Background: an optimization exercise with open tools, aiming at small area, a short achievable clock period and few clock cycles per item. Do not read the settings as production practice. In this exercise RTL edits were held to simulation tests only and were not proved equivalent to the original. Power and IR drop assume default switching activity.

## lane 1
==> module SME, before the edit <==
module SME(clk,reset,chardata,isstring,ispattern,valid,match,match_index);
input clk;
input reset;
input [7:0] chardata;
input isstring;
input ispattern;
output match;
output [4:0] match_index;
output valid;
localparam space = 8'h20;
localparam first = 8'h5E;
localparam last  = 8'h24;
localparam dot   = 8'h2E;
localparam star  = 8'h2A;
reg         isstr_r, isstr_rr;
reg         ispat_r, ispat_rr;
reg  [7:0]  chr_r;               
reg         tStar_r, tDot_r, tLast_r, tFirst_r;
reg  [7:0]  str_r [31:0];
reg  [5:0]  strCnt_r;
reg  [32:0] act_r;
reg         hasStar_r;
reg         frozen_r;
reg  [4:0]  off_r;               
reg  [5:0]  pos_r;
reg         any_r;
reg         fin_r;
reg         valid_r, match_r;
reg  [4:0]  matchIdx_r;
assign valid = valid_r;
assign match = match_r;
assign match_index = matchIdx_r;
integer q;
wire inFirst = (chardata == first);
wire inLast  = (chardata == last);
always @(posedge clk) begin
    if (reset) begin
        isstr_r  <= 1'b0;
        isstr_rr <= 1'b0;
        ispat_r  <= 1'b0;
        ispat_rr <= 1'b0;
    end
    else begin
        isstr_r  <= isstring;
        isstr_rr <= isstr_r;
        ispat_r  <= ispattern;
        ispat_rr <= ispat_r;
    end
    chr_r    <= (inFirst || inLast) ? space : chardata;
    tStar_r  <= (chardata == star);
    tDot_r   <= (chardata == dot);
    tLast_r  <= inLast;
    tFirst_r <= inFirst;
end
always @(posedge clk) begin
    if (isstr_r) begin
        for (q = 0; q < 31; q = q + 1)
            str_r[q] <= str_r[q+1];
        str_r[31] <= chr_r;
    end
end
always @(posedge clk) begin
    if (reset)
        strCnt_r <= 6'd0;
    else if (isstring)
        strCnt_r <= isstr_r ? strCnt_r + 6'd1 : 6'd1;
end
reg  [31:0] eq;
reg  [32:0] startSet;
reg  [32:0] src;
reg  [32:0] nxt;
reg  [32:0] pre;
wire        patFirst = ispat_r && !ispat_rr;
always @(*) begin
    for (q = 0; q < 32; q = q + 1) begin
        eq[q]       = (str_r[q] == chr_r);
        startSet[q] = ({1'b0, strCnt_r} + q >= 7'd32);
    end
    startSet[32] = 1'b0;
    src = act_r;
    pre = src;
    for (q = 32; q >= 1; q = q - 1) pre[q] = pre[q] | pre[q-1];
    for (q = 32; q >= 2; q = q - 1) pre[q] = pre[q] | pre[q-2];
    for (q = 32; q >= 4; q = q - 1) pre[q] = pre[q] | pre[q-4];
    for (q = 32; q >= 8; q = q - 1) pre[q] = pre[q] | pre[q-8];
    for (q = 32; q >= 16; q = q - 1) pre[q] = pre[q] | pre[q-16];
    for (q = 32; q >= 32; q = q - 1) pre[q] = pre[q] | pre[q-32];
    if (tStar_r)
        nxt = pre;
    else if (tFirst_r) begin
        nxt[0] = src[0];
        for (q = 1; q < 33; q = q + 1)
            nxt[q] = src[q] & (!src[q-1] | eq[q-1]);
        nxt[32] = 1'b0;
    end
    else if (tLast_r) begin
        for (q = 0; q < 32; q = q + 1)
            nxt[q] = src[q] & eq[q];
        nxt[32] = src[32];
    end
    else begin
        nxt[0] = 1'b0;
        for (q = 0; q < 32; q = q + 1)
            nxt[q+1] = src[q] & (tDot_r | eq[q]);
    end
end
wire       curStar = hasStar_r && !patFirst;
wire [4:0] curOff  = patFirst ? strCnt_r[4:0] : off_r;
wire       consume = !(tStar_r || tFirst_r || tLast_r);
always @(posedge clk) begin
    act_r <= ispat_r ? nxt : startSet;
    if (ispat_r)
        off_r <= (consume && !curStar) ? curOff - 5'd1 : curOff;
end
always @(posedge clk) begin
    if (reset) begin
        hasStar_r <= 1'b0;
        frozen_r  <= 1'b0;
    end
    else begin
        hasStar_r <= ispat_r && (curStar || tStar_r);
        frozen_r  <= hasStar_r;
    end
end
reg [5:0] lead;
always @(*) begin
    lead = 6'd0;
    for (q = 32; q >= 0; q = q - 1)
        if (act_r[q]) lead = q;
end
always @(posedge clk) begin
    if (!frozen_r) pos_r <= lead;
    any_r <= |act_r;
end
always @(posedge clk) begin
    if (reset) begin
        fin_r      <= 1'b0;
        valid_r    <= 1'b0;
        match_r    <= 1'b0;
        matchIdx_r <= 5'd0;
    end
    else begin
        fin_r      <= ispat_rr && !ispat_r;
        valid_r    <= fin_r;
        match_r    <= fin_r && any_r;
        matchIdx_r <= (fin_r && any_r) ? pos_r[4:0] + off_r : 5'd0;
    end
end
endmodule
==> flow/config.mk <==
export PLATFORM = sky130hd
export DESIGN_NAME = SME
export DESIGN_NICKNAME = SME
export VERILOG_FILES = /design/flow/design.v
export SDC_FILE = /design/flow/constraint.sdc
export NUM_CORES = 4
export LEC_CHECK = 0
export CAP_MARGIN = 20
export CORE_MARGIN = 2
export CORE_UTILIZATION = 40
export SLEW_MARGIN = 20
==> flow/constraint.sdc <==
create_clock -name core_clock -period 5.0 [get_ports {clk}]
set_input_delay 1.0000 -clock core_clock [delete_from_list [all_inputs] [get_ports {clk}]]
set_output_delay 1.0000 -clock core_clock [all_outputs]
set_load 0.01 [all_outputs]
run.sh (not shown) runs the stock make flow with config.mk's settings and CLKGATE_MAP_FILE= SYNTH_SCRIPT=/design/flow/synth_recipe.tcl, a recipe that flattens the netlist after the stock synthesis.
Both conditions hold for lane 1: the flow ran to the end and the final layout passed the timing, DRC and antenna checks.
Testbench counts of lane 1, summed over its fixed seeds: cycles 25,363, patterns 1,963.
The inputs of lane 2 differ from those of lane 1 as listed below.
--- a/flow/design.v
+++ b/flow/design.v
@@ -62,8 +62,8 @@
 always @(posedge clk) begin
     if (reset)
         strCnt_r <= 6'd0;
-    else if (isstring)
-        strCnt_r <= isstr_r ? strCnt_r + 6'd1 : 6'd1;
+    else if (isstr_r)
+        strCnt_r <= isstr_rr ? strCnt_r + 6'd1 : 6'd1;
 end
 reg  [31:0] eq;
 reg  [32:0] startSet;
@@ -77,14 +77,10 @@
         startSet[q] = ({1'b0, strCnt_r} + q >= 7'd32);
     end
     startSet[32] = 1'b0;
-    src = act_r;
-    pre = src;
-    for (q = 32; q >= 1; q = q - 1) pre[q] = pre[q] | pre[q-1];
-    for (q = 32; q >= 2; q = q - 1) pre[q] = pre[q] | pre[q-2];
-    for (q = 32; q >= 4; q = q - 1) pre[q] = pre[q] | pre[q-4];
-    for (q = 32; q >= 8; q = q - 1) pre[q] = pre[q] | pre[q-8];
-    for (q = 32; q >= 16; q = q - 1) pre[q] = pre[q] | pre[q-16];
-    for (q = 32; q >= 32; q = q - 1) pre[q] = pre[q] | pre[q-32];
+    src = patFirst ? startSet : act_r;
+    pre[0] = src[0];
+    for (q = 1; q < 33; q = q + 1)
+        pre[q] = pre[q-1] | src[q];
     if (tStar_r)
         nxt = pre;
     else if (tFirst_r) begin
@@ -108,9 +104,10 @@
 wire [4:0] curOff  = patFirst ? strCnt_r[4:0] : off_r;
 wire       consume = !(tStar_r || tFirst_r || tLast_r);
 always @(posedge clk) begin
-    act_r <= ispat_r ? nxt : startSet;
-    if (ispat_r)
+    if (ispat_r) begin
+        act_r <= nxt;
         off_r <= (consume && !curStar) ? curOff - 5'd1 : curOff;
+    end
 end
 always @(posedge clk) begin
     if (reset) begin
Findings:
Diff lane 2..lane 1 | max-cap check violation count | unchanged
Wire length of the first global-routing pass: lane 2 vs lane 1 up 2.8%
Lane 2 has completed all stages; timing, DRC and antenna checks passed.
Taking lane 1 as the reference point, the area added between synthesis and finish of lane 2 rises by 0.22 points.
Lane 1 ended up with nor2_2 as its highest-delay cell along the critical path; lane 2 ended up with nor2b_2.
The higher worst IR drop on VDD came out of lane 1.
Changes observed in lane 2 relative to lane 1: share of cells above drive strength 1 fell by 0.26 points; first-iteration detailed-routing DRC count fell by 23%.
Testbench counts of lane 2, summed over its fixed seeds: cycles 25,363, patterns 1,963.

-- re-timing with driven ports --
How much do the figures lean on ideal ports? The routed layouts below were timed once more, with nothing changed but the port constraints.
Step 1 assumes that a clkbuf_16 drives the clock port and a buf_2 every other input.
Step 2, shift: input delay + t, output delay - t, t = (earliest + latest rising clock arrival at the registers) / 2. This alone moves slack from input paths to output paths.
Three values: no drivers, after step 1, after step 2; two values: the first two.
| run | t, ns | setup WS [ns] | hold slack, ns | worst setup path at the end |
|---|---|---|---|---|
| lane 1 | 0.581 | 2.262 / 2.262 / 2.036 | 0.464 / 0.464 / 0.464 | input to register |
| lane 2 | 0.595 | 1.344 / 1.344 / 1.344 | 0.460 / 0.460 / 0.460 | register to register |
After both steps every run listed still meets setup and hold. The setup slack of lane 1, which loses most, moves by 0.000 ns with the drivers and by -0.226 ns with both steps.
